From an optimization exercise on the open Yosys and OpenROAD flow, aimed at a short achievable clock period and few clock cycles; shortcuts taken in it are not production practice. RTL that was checked went through simulation tests only; none was proved equivalent to the original. No activity file was given, so power comes from the tool's default toggle rates.

==> inputs of v11 <==
==> flow/design.v <==
`default_nettype none
module processor( input         clk, reset,
                  output [31:0] pc,
                  input  [31:0] instruction,
                  output        WE,
                  output [31:0] address_to_mem,
                  output [31:0] data_to_mem,
                  input  [31:0] data_from_mem
                );
    reg  [31:0] pc_r;
    reg  [31:0] regs [1:31];
    reg  [3:0]  btb_v;
    reg  [31:0] btb_pc [0:3];
    reg  [31:0] btb_tg [0:3];
    reg  [1:0]  btb_ptr;
    reg         x_v;
    reg  [31:0] x_pc, x_pc4, x_imm, x_rv1, x_rv2, x_ptg;
    reg  [4:0]  x_rd;
    reg         x_wr, x_use1, x_use2;
    reg         x_hM1, x_hL1, x_hM2, x_hL2;
    reg         x_ld, x_st, x_br, x_jal, x_jalr, x_lui, x_ctl, x_j4;
    reg         x_sub, x_useimm, x_sel_sum, x_sel_and, x_sel_srl, x_sel_fl;
    reg         x_beq, x_blt;
    reg         x_hit;
    reg  [1:0]  x_hidx;
    reg         m_v;
    reg  [31:0] m_res;
    reg  [4:0]  m_rd;
    reg         m_wr, m_ld;
    reg  [31:0] ar_r, dr_r;
    reg         we_r;
    reg         m_uins, m_urem;
    reg  [31:0] m_upc, m_utg;
    reg  [1:0]  m_hidx;
    reg         l_v;
    reg  [4:0]  l_rd;
    reg  [31:0] l_val;
    assign pc = pc_r;
    assign address_to_mem = ar_r;
    assign data_to_mem = dr_r;
    assign WE = we_r;
    wire [31:0] ins = instruction;
    wire [6:0]  op  = ins[6:0];
    wire [2:0]  f3  = ins[14:12];
    wire [4:0]  f_rs1 = ins[19:15];
    wire [4:0]  f_rs2 = ins[24:20];
    wire [4:0]  f_rd  = ins[11:7];
    wire f_op   = op == 7'b0110011;
    wire f_opi  = op == 7'b0010011;
    wire f_ld   = op == 7'b0000011;
    wire f_st   = op == 7'b0100011;
    wire f_br   = op == 7'b1100011;
    wire f_lui  = op == 7'b0110111;
    wire f_jal  = op == 7'b1101111;
    wire f_jalr = op == 7'b1100111;
    wire f_fl   = op == 7'b0001011;
    wire [31:0] immI = {{20{ins[31]}}, ins[31:20]};
    wire [31:0] immS = {{20{ins[31]}}, ins[31:25], ins[11:7]};
    wire [31:0] immB = {{19{ins[31]}}, ins[31], ins[7], ins[30:25], ins[11:8], 1'b0};
    wire [31:0] immU = {ins[31:12], 12'b0};
    wire [31:0] immJ = {{11{ins[31]}}, ins[31], ins[19:12], ins[20], ins[30:21], 1'b0};
    wire [31:0] f_imm = f_st ? immS : f_br ? immB : f_lui ? immU : f_jal ? immJ : immI;
    wire [31:0] f_rv1 = (f_rs1 == 5'd0) ? 32'b0 : regs[f_rs1];
    wire [31:0] f_rv2 = (f_rs2 == 5'd0) ? 32'b0 : regs[f_rs2];
    wire [31:0] pc4 = pc_r + 32'd4;
    wire [3:0] f_hitv;
    genvar gi;
    generate for (gi = 0; gi < 4; gi = gi + 1) begin : g_btb
        assign f_hitv[gi] = btb_v[gi] & (btb_pc[gi] == pc_r);
    end endgenerate
    wire f_hit = |f_hitv;
    wire [1:0] f_hidx = {f_hitv[3] | f_hitv[2], f_hitv[3] | f_hitv[1]};
    wire [31:0] f_ptg = ({32{f_hitv[0]}} & btb_tg[0]) | ({32{f_hitv[1]}} & btb_tg[1]) |
                        ({32{f_hitv[2]}} & btb_tg[2]) | ({32{f_hitv[3]}} & btb_tg[3]);
    wire [31:0] A = x_hM1 ? m_res : x_hL1 ? l_val : x_rv1;
    wire [31:0] B = x_hM2 ? m_res : x_hL2 ? l_val : x_rv2;
    wire stall = x_v & m_ld & ((x_use1 & x_hM1) | (x_use2 & x_hM2 & ~x_st));
    wire [31:0] sdata = (x_hM2 & m_ld) ? data_from_mem : B;
    wire [31:0] bsrc = x_useimm ? x_imm : B;
    wire [31:0] sum = A + (x_sub ? ~bsrc : bsrc) + {31'b0, x_sub};
    wire [31:0] and_r = A & B;
    wire [31:0] srl_r = A >> B[4:0];
    wire [7:0]  flx = A[30:23] - 8'd127;
    wire [31:0] fl_r = {{24{A[30:23] < 8'd127}}, flx};
    wire [31:0] early = x_lui ? x_imm : x_pc4;
    wire [31:0] res = x_sel_sum ? sum : x_sel_and ? and_r : x_sel_srl ? srl_r :
                      x_sel_fl ? fl_r : early;
    wire x_eq = A == B;
    wire x_lt = $signed(A) < $signed(B);
    wire x_z  = ~|((A ^ B) ^ {(A[30:0] | B[30:0]), 1'b0});
    wire x_taken = x_beq ? x_eq : x_blt ? x_lt : x_z;
    wire [31:0] jcy = (A & x_imm) | ((A | x_imm) & ~x_pc4);
    wire x_jfall = ~|((A ^ x_imm ^ x_pc4) ^ {jcy[30:0], 1'b0});
    wire [31:0] x_tgt = x_pc + x_imm;
    wire redir_br  = x_br & (x_taken != x_hit);
    wire redir_jal = x_jal & ~x_hit & ~x_j4;
    wire redir_jr  = x_jalr & ~(~x_hit & x_jfall);
    wire redir_bad = x_hit & ~x_ctl;
    wire redir = x_v & ~stall & (redir_br | redir_jal | redir_jr | redir_bad);
    wire [31:0] rtgt = x_jalr ? sum : ((x_br & x_taken) | x_jal) ? x_tgt : x_pc4;
    wire x_uins = (x_br & x_taken & ~x_hit) | (x_jal & ~x_hit & ~x_j4);
    wire x_urem = x_br & ~x_taken & x_hit;
    wire [31:0] wdata = m_ld ? data_from_mem : m_res;
    always @(posedge clk or posedge reset) begin
        if (reset) begin
            pc_r <= 32'b0;
            x_v <= 1'b0; m_v <= 1'b0; l_v <= 1'b0; we_r <= 1'b0;
            btb_v <= 4'b0; btb_ptr <= 2'b0;
            m_uins <= 1'b0; m_urem <= 1'b0;
        end else begin
            if (redir)          pc_r <= rtgt;
            else if (stall)     pc_r <= pc_r;
            else if (f_hit)     pc_r <= f_ptg;
            else                pc_r <= pc4;
            if (redir)          x_v <= 1'b0;
            else if (~stall)    x_v <= 1'b1;
            m_v <= x_v & ~stall;
            we_r <= x_v & ~stall & x_st;
            l_v <= m_v & m_wr;
            m_uins <= x_v & ~stall & x_uins;
            m_urem <= x_v & ~stall & x_urem;
            if (m_uins) begin
                btb_v[btb_ptr] <= 1'b1;
                btb_ptr <= btb_ptr + 2'd1;
            end else if (m_urem)
                btb_v[m_hidx] <= 1'b0;
        end
    end
    always @(posedge clk) begin
        if (m_v & m_wr) regs[m_rd] <= wdata;
        l_rd <= m_rd;
        l_val <= wdata;
        if (m_uins) begin
            btb_pc[btb_ptr] <= m_upc;
            btb_tg[btb_ptr] <= m_utg;
        end
        if (stall) begin
            x_rv1 <= A;  x_rv2 <= B;
            x_hM1 <= 1'b0; x_hL1 <= x_hM1;
            x_hM2 <= 1'b0; x_hL2 <= x_hM2;
        end else begin
            x_pc <= pc_r; x_pc4 <= pc4; x_imm <= f_imm; x_ptg <= f_ptg;
            x_rv1 <= f_rv1; x_rv2 <= f_rv2;
            x_hM1 <= x_v & x_wr & (x_rd == f_rs1);
            x_hM2 <= x_v & x_wr & (x_rd == f_rs2);
            x_hL1 <= m_v & m_wr & (m_rd == f_rs1);
            x_hL2 <= m_v & m_wr & (m_rd == f_rs2);
            x_rd <= f_rd;
            x_wr <= (f_op | f_opi | f_ld | f_lui | f_jal | f_jalr | f_fl) & (f_rd != 5'd0);
            x_use1 <= (f_op | f_opi | f_ld | f_st | f_br | f_jalr | f_fl) & (f_rs1 != 5'd0);
            x_use2 <= (f_op | f_st | f_br) & (f_rs2 != 5'd0);
            x_ld <= f_ld; x_st <= f_st; x_br <= f_br; x_jal <= f_jal; x_jalr <= f_jalr; x_lui <= f_lui;
            x_ctl <= f_br | f_jal;
            x_j4 <= f_jal & (immJ == 32'd4);
            x_sub <= f_op & (f3 == 3'b000) & (ins[31:30] == 2'b01);
            x_useimm <= f_opi | f_ld | f_st | f_jalr;
            x_sel_sum <= f_opi | f_ld | f_st | (f_op & (f3 != 3'b111) & (f3 != 3'b101));
            x_sel_and <= f_op & (f3 == 3'b111);
            x_sel_srl <= f_op & (f3 == 3'b101);
            x_sel_fl <= f_fl;
            x_beq <= f3 == 3'b000;
            x_blt <= f3 == 3'b100;
            x_hit <= f_hit;
            x_hidx <= f_hidx;
        end
        m_res <= res;
        m_rd <= x_rd; m_wr <= x_wr; m_ld <= x_ld;
        ar_r <= sum;
        dr_r <= sdata;
        m_upc <= x_pc; m_utg <= x_tgt; m_hidx <= x_hidx;
    end
endmodule
`default_nettype wire
==> flow/flow/run.sh <==
#!/bin/bash
# Standard ORFS layout, with timing repair aimed below the design's clock
# period, plain buffers on the ports and free resizing of cells.
set -euo pipefail
bash standard.sh SETUP_SLACK_MARGIN=7.6 'BUFFER_PORTS_ARGS=-buffer_cell sky130_fd_sc_hd__buf_8' MATCH_CELL_FOOTPRINT=0 finish > std_flow.log 2>&1
==> flow/standard.sh <==
#!/bin/bash
# synth_recipe.tcl (not shown) runs the flow's synth.tcl, then flattens the netlist and writes it again
# the make line also repeats each setting of config.mk as NAME=value (left out here)
make -C /OpenROAD-flow-scripts/flow DESIGN_CONFIG=/design/flow/config.mk WORK_HOME=/design/flow/orfs CLKGATE_MAP_FILE= SYNTH_SCRIPT=/design/flow/synth_recipe.tcl "${@:-finish}"
==> flow/config.mk <==
export PLATFORM = sky130hd
export DESIGN_NAME = processor
export DESIGN_NICKNAME = processor
export VERILOG_FILES = /design/flow/design.v
export SDC_FILE = /design/flow/constraint.sdc
export NUM_CORES = 4
export LEC_CHECK = 0
export CAP_MARGIN = 20
export CORE_MARGIN = 2
export CORE_UTILIZATION = 40
export SLEW_MARGIN = 20
==> flow/constraint.sdc <==
create_clock -name core_clock -period 11.0 [get_ports {clk}]
set_input_delay 2.2000 -clock core_clock [delete_from_list [all_inputs] [get_ports {clk}]]
set_output_delay 2.2000 -clock core_clock [all_outputs]
set_load 0.01 [all_outputs]
==> v34 (differences from v11) <==
--- a/flow/design.v
+++ b/flow/design.v
@@ -87,10 +87,9 @@
                       x_sel_fl ? fl_r : early;
     wire x_eq = A == B;
     wire x_lt = $signed(A) < $signed(B);
-    wire x_z  = ~|((A ^ B) ^ {(A[30:0] | B[30:0]), 1'b0});
+    wire x_z  = ~|((A ^ B) ^ {(A | B), 1'b0});
     wire x_taken = x_beq ? x_eq : x_blt ? x_lt : x_z;
-    wire [31:0] jcy = (A & x_imm) | ((A | x_imm) & ~x_pc4);
-    wire x_jfall = ~|((A ^ x_imm ^ x_pc4) ^ {jcy[30:0], 1'b0});
+    wire x_jfall = ~|((A ^ x_imm ^ x_pc4) ^ {((A & x_imm) | ((A | x_imm) & ~x_pc4)), 1'b0});
     wire [31:0] x_tgt = x_pc + x_imm;
     wire redir_br  = x_br & (x_taken != x_hit);
     wire redir_jal = x_jal & ~x_hit & ~x_j4;
==> flow/run.sh (new file) <==
#!/bin/bash
# synth_recipe.tcl (not shown) runs the flow's synth.tcl, then flattens the netlist and writes it again
# the make line also repeats each setting of config.mk as NAME=value (left out here)
make -C /OpenROAD-flow-scripts/flow DESIGN_CONFIG=/design/flow/config.mk WORK_HOME=/design/flow/orfs CLKGATE_MAP_FILE= SYNTH_SCRIPT=/design/flow/synth_recipe.tcl finish
SETUP_SLACK_MARGIN = 5   (was unset)
removed: flow/flow/run.sh
removed: flow/standard.sh
==> v14 (differences from v11) <==
==> flow/design.v, changed modules only <==
module processor( input         clk, reset,
                  output [31:0] pc,
                  input  [31:0] instruction,
                  output        WE,
                  output [31:0] address_to_mem,
                  output [31:0] data_to_mem,
                  input  [31:0] data_from_mem
                );
    reg  [31:0] pc_r;
    reg  [3:0]  btb_v;
    reg  [31:0] btb_pc [0:3];
    reg  [31:0] btb_tg [0:3];
    reg  [1:0]  btb_ptr;
    reg  [31:0] regs [1:31];
    reg         x_v;
    reg  [31:0] x_pc, x_pc4, x_imm, x_rv1, x_rv2;
    reg  [4:0]  x_rd;
    reg         x_wr, x_use1, x_use2;
    reg         x_hM1, x_hM2;                     
    reg         x_hS1, x_hO1, x_hS2, x_hO2;       
    reg         x_bS, x_bO, x_bR;                 
    reg         x_ld, x_st, x_br, x_jal, x_jalr, x_lui, x_ctl, x_j4;
    reg         x_hit;
    reg  [1:0]  x_hidx;
    reg         x_sub, x_useimm, x_sel_sum, x_sel_and, x_sel_srl, x_sel_fl;
    reg         x_beq, x_blt;
    reg         m_v;
    reg  [31:0] m_sum, m_oth;
    reg         m_issum;
    reg  [4:0]  m_rd;
    reg         m_wr, m_ld;
    reg  [31:0] ar_r, dr_r;
    reg         we_r;
    reg         m_uins, m_urem;
    reg  [31:0] m_upc, m_utg;
    reg  [1:0]  m_hidx;
    assign pc = pc_r;
    assign address_to_mem = ar_r;
    assign data_to_mem = dr_r;
    assign WE = we_r;
    wire [31:0] ins = instruction;
    wire [6:0]  op  = ins[6:0];
    wire [2:0]  f3  = ins[14:12];
    wire [4:0]  f_rs1 = ins[19:15];
    wire [4:0]  f_rs2 = ins[24:20];
    wire [4:0]  f_rd  = ins[11:7];
    wire f_op   = op == 7'b0110011;
    wire f_opi  = op == 7'b0010011;
    wire f_ld   = op == 7'b0000011;
    wire f_st   = op == 7'b0100011;
    wire f_br   = op == 7'b1100011;
    wire f_lui  = op == 7'b0110111;
    wire f_jal  = op == 7'b1101111;
    wire f_jalr = op == 7'b1100111;
    wire f_fl   = op == 7'b0001011;
    wire [31:0] immI = {{20{ins[31]}}, ins[31:20]};
    wire [31:0] immS = {{20{ins[31]}}, ins[31:25], ins[11:7]};
    wire [31:0] immB = {{19{ins[31]}}, ins[31], ins[7], ins[30:25], ins[11:8], 1'b0};
    wire [31:0] immU = {ins[31:12], 12'b0};
    wire [31:0] immJ = {{11{ins[31]}}, ins[31], ins[19:12], ins[20], ins[30:21], 1'b0};
    wire [31:0] f_imm = f_st ? immS : f_br ? immB : f_lui ? immU : f_jal ? immJ : immI;
    wire f_useimm = f_opi | f_ld | f_st | f_jalr;
    wire [31:0] wdata;
    wire f_mh1 = m_v & m_wr & (m_rd == f_rs1);
    wire f_mh2 = m_v & m_wr & (m_rd == f_rs2);
    wire [31:0] f_rv1 = f_mh1 ? wdata : (f_rs1 == 5'd0) ? 32'b0 : regs[f_rs1];
    wire [31:0] f_rv2 = f_mh2 ? wdata : (f_rs2 == 5'd0) ? 32'b0 : regs[f_rs2];
    wire [31:0] pc4 = pc_r + 32'd4;
    wire [3:0] f_hitv;
    genvar gi;
    generate for (gi = 0; gi < 4; gi = gi + 1) begin : g_btb
        assign f_hitv[gi] = btb_v[gi] & (btb_pc[gi] == pc_r);
    end endgenerate
    wire f_hit = |f_hitv;
    wire [1:0] f_hidx = {f_hitv[3] | f_hitv[2], f_hitv[3] | f_hitv[1]};
    wire [31:0] f_ptg = ({32{f_hitv[0]}} & btb_tg[0]) | ({32{f_hitv[1]}} & btb_tg[1]) |
                        ({32{f_hitv[2]}} & btb_tg[2]) | ({32{f_hitv[3]}} & btb_tg[3]);
    wire [31:0] A = ({32{x_hS1}} & m_sum) | ({32{x_hO1}} & m_oth) | ({32{~x_hM1}} & x_rv1);
    wire [31:0] B = ({32{x_hS2}} & m_sum) | ({32{x_hO2}} & m_oth) | ({32{~x_hM2}} & x_rv2);
    wire stall = x_v & m_ld & ((x_use1 & x_hM1) | (x_use2 & x_hM2 & ~x_st));
    wire [31:0] sdata = (x_hM2 & m_ld) ? data_from_mem : B;
    wire [31:0] bsrc = ({32{x_bS}} & m_sum) | ({32{x_bO}} & m_oth) |
                       ({32{x_bR}} & x_rv2) | ({32{x_useimm}} & x_imm);
    wire [31:0] sum = A + (bsrc ^ {32{x_sub}}) + {31'b0, x_sub};
    wire [31:0] jrsum = A + x_imm;
    wire [31:0] and_r = A & B;
    wire [31:0] srl_r = A >> B[4:0];
    wire [7:0]  flx = A[30:23] - 8'd127;
    wire [31:0] fl_r = {{24{A[30:23] < 8'd127}}, flx};
    wire [31:0] early = x_lui ? x_imm : x_pc4;
    wire [31:0] oth = x_sel_and ? and_r : x_sel_srl ? srl_r : x_sel_fl ? fl_r : early;
    wire x_eq = A == B;
    wire x_lt = $signed(A) < $signed(B);
    wire x_z  = ~|((A ^ B) ^ {(A[30:0] | B[30:0]), 1'b0});
    wire x_taken = x_beq ? x_eq : x_blt ? x_lt : x_z;
    wire [31:0] jcy = (A & x_imm) | ((A | x_imm) & ~x_pc4);
    wire x_jfall = ~|((A ^ x_imm ^ x_pc4) ^ {jcy[30:0], 1'b0});
    wire [31:0] x_tgt = x_pc + x_imm;
    wire xgo = x_v & ~stall;
    wire redir_jal = x_jal & ~x_hit & ~x_j4;
    wire redir_bad = x_hit & ~x_ctl;
    wire redir_t  = xgo & ((x_br & ~x_hit) | redir_jal | redir_bad);    
    wire redir_nt = xgo & ((x_br & x_hit) | redir_jal | redir_bad);     
    wire redir_jr = xgo & x_jalr & ~(~x_hit & x_jfall);
    wire [31:0] seq_pc = stall ? pc_r : f_hit ? f_ptg : pc4;
    wire [31:0] tgt_t  = (x_br | x_jal) ? x_tgt : x_pc4;
    wire [31:0] tgt_nt = x_jal ? x_tgt : x_pc4;
    wire [31:0] pc_tk = redir_jr ? jrsum : redir_t  ? tgt_t  : seq_pc;
    wire [31:0] pc_nt = redir_jr ? jrsum : redir_nt ? tgt_nt : seq_pc;
    wire x_uins = (x_br & x_taken & ~x_hit) | (x_jal & ~x_hit & ~x_j4);
    wire x_urem = x_br & ~x_taken & x_hit;
    wire [31:0] pc_next = x_taken ? pc_tk : pc_nt;
    wire xv_tk = ~redir_jr & ~redir_t  & (x_v | ~stall);
    wire xv_nt = ~redir_jr & ~redir_nt & (x_v | ~stall);
    wire xv_next = x_taken ? xv_tk : xv_nt;
    assign wdata = m_ld ? data_from_mem : m_issum ? m_sum : m_oth;
    always @(posedge clk or posedge reset) begin
        if (reset) begin
            pc_r <= 32'b0;
            x_v <= 1'b0; m_v <= 1'b0; we_r <= 1'b0;
            btb_v <= 4'b0; btb_ptr <= 2'b0;
            m_uins <= 1'b0; m_urem <= 1'b0;
        end else begin
            pc_r <= pc_next;
            x_v <= xv_next;
            m_v <= xgo;
            we_r <= xgo & x_st;
            m_uins <= xgo & x_uins;
            m_urem <= xgo & x_urem;
            if (m_uins) begin
                btb_v[btb_ptr] <= 1'b1;
                btb_ptr <= btb_ptr + 2'd1;
            end else if (m_urem)
                btb_v[m_hidx] <= 1'b0;
        end
    end
    always @(posedge clk) begin
        if (m_v & m_wr) regs[m_rd] <= wdata;
        if (m_uins) begin
            btb_pc[btb_ptr] <= m_upc;
            btb_tg[btb_ptr] <= m_utg;
        end
        if (stall) begin
            if (x_hM1) x_rv1 <= data_from_mem;
            if (x_hM2) x_rv2 <= data_from_mem;
            x_hM1 <= 1'b0; x_hS1 <= 1'b0; x_hO1 <= 1'b0;
            x_hM2 <= 1'b0; x_hS2 <= 1'b0; x_hO2 <= 1'b0;
            x_bS <= 1'b0; x_bO <= 1'b0; x_bR <= ~x_useimm;
        end else begin
            x_pc <= pc_r; x_pc4 <= pc4; x_imm <= f_imm;
            x_rv1 <= f_rv1; x_rv2 <= f_rv2;
            x_hM1 <= x_v & x_wr & (x_rd == f_rs1);
            x_hM2 <= x_v & x_wr & (x_rd == f_rs2);
            x_hS1 <= x_v & x_wr & x_sel_sum & ~x_ld & (x_rd == f_rs1);
            x_hS2 <= x_v & x_wr & x_sel_sum & ~x_ld & (x_rd == f_rs2);
            x_hO1 <= x_v & x_wr & ~x_sel_sum & ~x_ld & (x_rd == f_rs1);
            x_hO2 <= x_v & x_wr & ~x_sel_sum & ~x_ld & (x_rd == f_rs2);
            x_bS <= x_v & x_wr & x_sel_sum & ~x_ld & (x_rd == f_rs2) & ~f_useimm;
            x_bO <= x_v & x_wr & ~x_sel_sum & ~x_ld & (x_rd == f_rs2) & ~f_useimm;
            x_bR <= ~(x_v & x_wr & (x_rd == f_rs2)) & ~f_useimm;
            x_rd <= f_rd;
            x_wr <= (f_op | f_opi | f_ld | f_lui | f_jal | f_jalr | f_fl) & (f_rd != 5'd0);
            x_use1 <= (f_op | f_opi | f_ld | f_st | f_br | f_jalr | f_fl) & (f_rs1 != 5'd0);
            x_use2 <= (f_op | f_st | f_br) & (f_rs2 != 5'd0);
            x_ld <= f_ld; x_st <= f_st; x_br <= f_br; x_jal <= f_jal; x_jalr <= f_jalr; x_lui <= f_lui;
            x_ctl <= f_br | f_jal;
            x_j4 <= f_jal & (immJ == 32'd4);
            x_hit <= f_hit;
            x_hidx <= f_hidx;
            x_sub <= f_op & (f3 == 3'b000) & (ins[31:30] == 2'b01);
            x_useimm <= f_useimm;
            x_sel_sum <= f_opi | f_ld | f_st | (f_op & (f3 != 3'b111) & (f3 != 3'b101));
            x_sel_and <= f_op & (f3 == 3'b111);
            x_sel_srl <= f_op & (f3 == 3'b101);
            x_sel_fl <= f_fl;
            x_beq <= f3 == 3'b000;
            x_blt <= f3 == 3'b100;
        end
        m_sum <= sum; m_oth <= oth; m_issum <= x_sel_sum;
        m_upc <= x_pc; m_utg <= x_tgt; m_hidx <= x_hidx;
        m_rd <= x_rd; m_wr <= x_wr; m_ld <= x_ld;
        ar_r <= sum;
        dr_r <= sdata;
    end
endmodule
==> run notes <==
| quantity | v14 | v11 | v34 |
|---|---|---|---|
| Number of multi-input logic gates | 3878 | 3361 | 3118 |
| P_comb | 5800 uW | 4630 uW | 3310 uW |
| Status | timing/DRC/antenna clean | timing/DRC/antenna clean | timing/DRC/antenna clean |
| Total area of sequential cells | 47900 um2 | 47700 um2 | 47600 um2 |
| Filler Cells Inserted | 17700 | 16800 | 17600 |
| Drt total wl | 360 mm | 311 mm | 267 mm |
| First-pass GRT wire length | 487 mm | 424 mm | 375 mm |
| Synthesized area divided by synthesized cell count | 13.9 um2 | 14.7 um2 | 15.2 um2 |
| Part of the total power dissipated in the clock network | 0.294 | 0.334 | 0.348 |
| Cell area after synthesis | 85100 um2 | 81700 um2 | 80900 um2 |
| Starting density of the core | 0.402 | 0.403 | 0.401 |
| Gate count of the mapped netlist | 6130 | 5555 | 5310 |
| Async set-reset flop share out of synthesis | 0.0260 | 0.0256 | 0.0256 |
Testbench counts of v11, summed over its fixed seeds: cycles 64,204.
Testbench counts of v14, summed over its fixed seeds: cycles 64,204.
No functional check of the RTL was part of v34.

## static timing again, ports no longer ideal
How much do the figures lean on ideal ports? The routed layouts below were timed once more, with nothing changed but the port constraints.
Step 1 (the two cells are an assumption about what drives the block):
set clk [get_ports {clk}]
set_driving_cell -lib_cell sky130_fd_sc_hd__clkbuf_16 $clk
set_driving_cell -lib_cell sky130_fd_sc_hd__buf_2 [delete_from_list [all_inputs] $clk]
Step 2 adds t to the input delays and takes it off the output delays; t is the mean of the earliest and latest rising clock arrival at the registers after step 1. Input paths then give back, and output paths get back, about the clock's delay inside the block.
a / b / c = ideal ports / drivers / drivers and shift; a / b = the first two.
run | shift t [ns] | setup WS [ns] | hold WS [ns] | slew at the worst register clock pin (ns) | pins driven straight from the clock port
v11 | 0.940 | 6.629 / 6.629 / 6.355 | 0.342 / 0.342 / 0.342 | 0.08 / 0.08 | 1
v34 | 0.915 | 5.197 / 5.197 / 5.105 | 0.342 / 0.342 / 0.342 | 0.07 / 0.07 | 1
v14 | 0.931 | 6.716 / 6.716 / 5.943 | 0.300 / 0.300 / 0.300 | 0.07 / 0.07 | 1
After both steps setup and hold are still met in every run listed. The setup slack of v14, which loses most, moves by 0.000 ns with the drivers and by -0.773 ns with both steps.
